Context: an optimization exercise on an open-source flow, tuned for small area. The choices shown serve that exercise and are no tape-out recipe. Function was checked by simulation only, so behaviour that the tests miss may differ from the original. Power and IR drop assume default switching activity.

==> inputs of xenon <==
==> flow/design.v (excerpt) <==
module cpu_top(
  input         clk_i,
  input         rst_n_i,
  input         wr_en_i,
  input  [31:0] instr_i,
  input  [31:0] mem_rdata_i,
  output [31:0] pc_o,
  output [31:0] mem_addr_o,
  output        mem_rd_o,
  output [31:0] alu_result_o,
  output        z_flag_o
);
  reg  [29:0] pc_q;
  wire [29:0] next_pc_s;
  always @(posedge clk_i or negedge rst_n_i)
    if (!rst_n_i)
      pc_q <= 30'd0;
    else
      pc_q <= next_pc_s;
  ifu i_ifu(.pc_i(pc_q), .next_pc_o(next_pc_s));
  assign pc_o = {pc_q, 2'b00};
  wire [ 4:0] rd_s = instr_i[11:7];
  wire [31:0] wdata_s;
  wire [991:0] rf_data_s;
  reg  [ 31:1] valid_q;
  genvar i;
  generate
    for (i = 1; i < 32; i = i + 1) begin : g_reg
      reg  [31:0] x_q;
      wire        we_s = wr_en_i & (rd_s == i);
      always @(posedge clk_i)
        if (we_s)
          x_q <= wdata_s;
      always @(posedge clk_i or negedge rst_n_i)
        if (!rst_n_i)
          valid_q[i] <= 1'b0;
        else if (we_s)
          valid_q[i] <= 1'b1;
      assign rf_data_s[32*(i-1) +: 32] = x_q;
    end
  endgenerate
  wire [31:0] rs1_data_s, operand2_s, imm_s;
  wire        rs2_en_s;
  rf_read     i_rd1(.data_i(rf_data_s), .valid_i(valid_q), .addr_i(instr_i[19:15]),
                    .data_o(rs1_data_s));
  rf_read_op2 i_rd2(.data_i(rf_data_s), .valid_i(valid_q), .addr_i(instr_i[24:20]),
                    .en_i(rs2_en_s), .ext_i(imm_s), .data_o(operand2_s));
  wire        load_en_s, ld_addr_s, sub_s, sra_s;
  wire        f_add_s, f_sll_s, f_sr_s, f_p_s, f_g_s, f_slt_s, f_sltu_s;
  wire [31:0] sum_s, alu_result_s;
  decode i_decode(
    .instruction_i (instr_i),
    .load_en_o     (load_en_s),
    .ld_addr_o     (ld_addr_s),
    .sub_o         (sub_s),
    .sra_o         (sra_s),
    .f_add_o       (f_add_s),
    .f_sll_o       (f_sll_s),
    .f_sr_o        (f_sr_s),
    .f_p_o         (f_p_s),
    .f_g_o         (f_g_s),
    .f_slt_o       (f_slt_s),
    .f_sltu_o      (f_sltu_s),
  ...
export LEC_CHECK = 0
export CAP_MARGIN = 20
export CORE_MARGIN = 2
export CORE_UTILIZATION = 40
export PLACE_DENSITY = 0.55
export SETUP_SLACK_MARGIN = 0.1
export SLEW_MARGIN = 20
export SYNTH_HIERARCHICAL = 1
create_clock -name core_clock -period 14.0 [get_ports {clk_i}]
standard.sh (not shown) runs the stock make flow with config.mk's settings and CLKGATE_MAP_FILE= SYNTH_SCRIPT=/design/flow/synth_recipe.tcl, a recipe that flattens the netlist after the stock synthesis.
==> flow/flow/run.sh <==
#!/bin/bash
# Own layout flow: the standard ORFS flow (standard.sh, with the standard
# synthesis), changed only through ORFS's own variables:
#  - port buffers use the smallest buffer cell instead of the default,
#  - clock tree synthesis inserts no dummy loads and uses clkbuf_4 with
#    smaller sink clusters,

# Each tool's full output is in ORFS's logs under orfs/logs/; make's own
# output is in flow_make.log in this folder.
set -euo pipefail
cd "$(dirname "$0")/.."

export BUFFER_PORTS_ARGS="-buffer_cell sky130_fd_sc_hd__buf_1"
export CTS_ARGS="-sink_clustering_enable -repair_clock_nets -dont_use_dummy_load -buf_list sky130_fd_sc_hd__clkbuf_4 -sink_clustering_size 9 -sink_clustering_max_diameter 45"

bash standard.sh > flow_make.log 2>&1
==> nickel: changes against xenon <==
==> flow/run.sh (new file) <==
#!/bin/bash
# synth_recipe.tcl (not shown) runs the flow's synth.tcl, then flattens the netlist and writes it again
# the make line also repeats each setting of config.mk as NAME=value (left out here)
make -C /OpenROAD-flow-scripts/flow DESIGN_CONFIG=/design/flow/config.mk WORK_HOME=/design/flow/orfs CLKGATE_MAP_FILE= SYNTH_SCRIPT=/design/flow/synth_recipe.tcl finish
CORE_UTILIZATION = 45   (was 40)
CTS_BUF_LIST = sky130_fd_sc_hd__clkbuf_4   (was default)
CTS_CLUSTER_DIAMETER = 45   (was default)
CTS_CLUSTER_SIZE = 9   (was default)
PLACE_DENSITY = 0.6   (was 0.55)
SETUP_SLACK_MARGIN = 0.3   (was 0.1)
removed: flow/flow/run.sh
removed: flow/standard.sh
==> tundra: changes against xenon <==
CORE_UTILIZATION = 45   (was 40)
PLACE_DENSITY = 0.6   (was 0.55)
SETUP_SLACK_MARGIN = 0.2   (was 0.1)
==> indigo: changes against xenon <==
SETUP_SLACK_MARGIN = 0.2   (was 0.1)
==> summary.txt <==
Outcome: tundra finished clean; indigo finished clean; nickel finished clean; xenon finished clean
Final antenna diode count: tundra 14; indigo 11; nickel 4; xenon 11
Clock network area share: tundra 2.21%; indigo 2.22%; nickel 3.23%; xenon 2.22%
Net switching power: tundra 1.69 mW; indigo 1.71 mW; nickel 1.81 mW; xenon 1.71 mW
Post-CTS Setup Bufs: tundra 0; indigo 0; nickel 1; xenon 0
Via count of the first global-routing pass: tundra 34,900; indigo 35,700; nickel 35,500; xenon 35,700
Detailed-route via count: tundra 36,700; indigo 37,000; nickel 37,200; xenon 37,000
Iter 0 DRT Violations: tundra 10,100; indigo 9,423; nickel 9,464; xenon 9,423
Worst path arrival time: tundra 10,750 ps; indigo 10,720 ps; nickel 10,570 ps; xenon 10,720 ps
Worst-case setup slack after placement: tundra 79.1 ps; indigo 270 ps; nickel 119 ps; xenon 270 ps
Non-clock buffer area fraction after layout: tundra 3.30%; indigo 3.11%; nickel 5.91%; xenon 3.11%
Worst slew margin relative to its limit: tundra 23.7%; indigo 21.2%; nickel 25.7%; xenon 21.2%
Via count normalized by instance count: tundra 7.79; indigo 7.65; nickel 7.69; xenon 7.65
Core ar.: tundra 102,000 um^2; indigo 114,000 um^2; nickel 102,000 um^2; xenon 114,000 um^2
Number of gates resized after cts: tundra 2; indigo 0; nickel 3; xenon 0
Met2 Track Usage GR: tundra 53.4%; indigo 49.7%; nickel 52.8%; xenon 49.7%
Fmax: tundra 73.8 MHz; indigo 74.0 MHz; nickel 74.8 MHz; xenon 74.0 MHz
Overall die height: tundra 324 um; indigo 343 um; nickel 324 um; xenon 343 um
Largest fanout on the critical path: tundra 9; indigo 25; nickel 10; xenon 25
Global routing usage on met3: tundra 8.63%; indigo 9.37%; nickel 9.07%; xenon 9.37%
PwrDens: tundra 118 nW/um^2; indigo 119 nW/um^2; nickel 121 nW/um^2; xenon 119 nW/um^2
Detailed-routing iteration count for the pre-antenna-repair pass: tundra 14; indigo 15; nickel 15; xenon 15
Routed length on met1: tundra 65.7 mm; indigo 68.6 mm; nickel 65.6 mm; xenon 68.6 mm

[static timing again, ports no longer ideal]
How much do the figures lean on ideal ports? The routed layouts below were timed once more, with nothing changed but the port constraints. Step 1: set_driving_cell puts a clkbuf_16 on clk_i and a buf_2 on each other input, an assumption about the parent block. Step 2, shift: input delay + t, output delay - t, t = (earliest + latest rising clock arrival at the registers) / 2. This alone moves slack from input paths to output paths. Slacks: ideal ports / drivers / drivers and shift; pairs: ideal ports / drivers.
| run | t (ns) | setup WS [ns] | worst setup path after step 2 |
|---|---|---|---|
| xenon | 1.127 | 0.479 / 0.450 / 0.450 | input to output |
| nickel | 1.153 | 0.625 / 0.592 / 0.592 | input to output |
| tundra | 1.141 | 0.454 / 0.424 / 0.424 | input to output |
| indigo | 1.127 | 0.479 / 0.450 / 0.450 | input to output |
After both steps setup and hold are still met in every run listed. For nickel, which loses most, drivers alone change the setup slack by -0.033 ns; drivers and shift together by -0.033 ns.
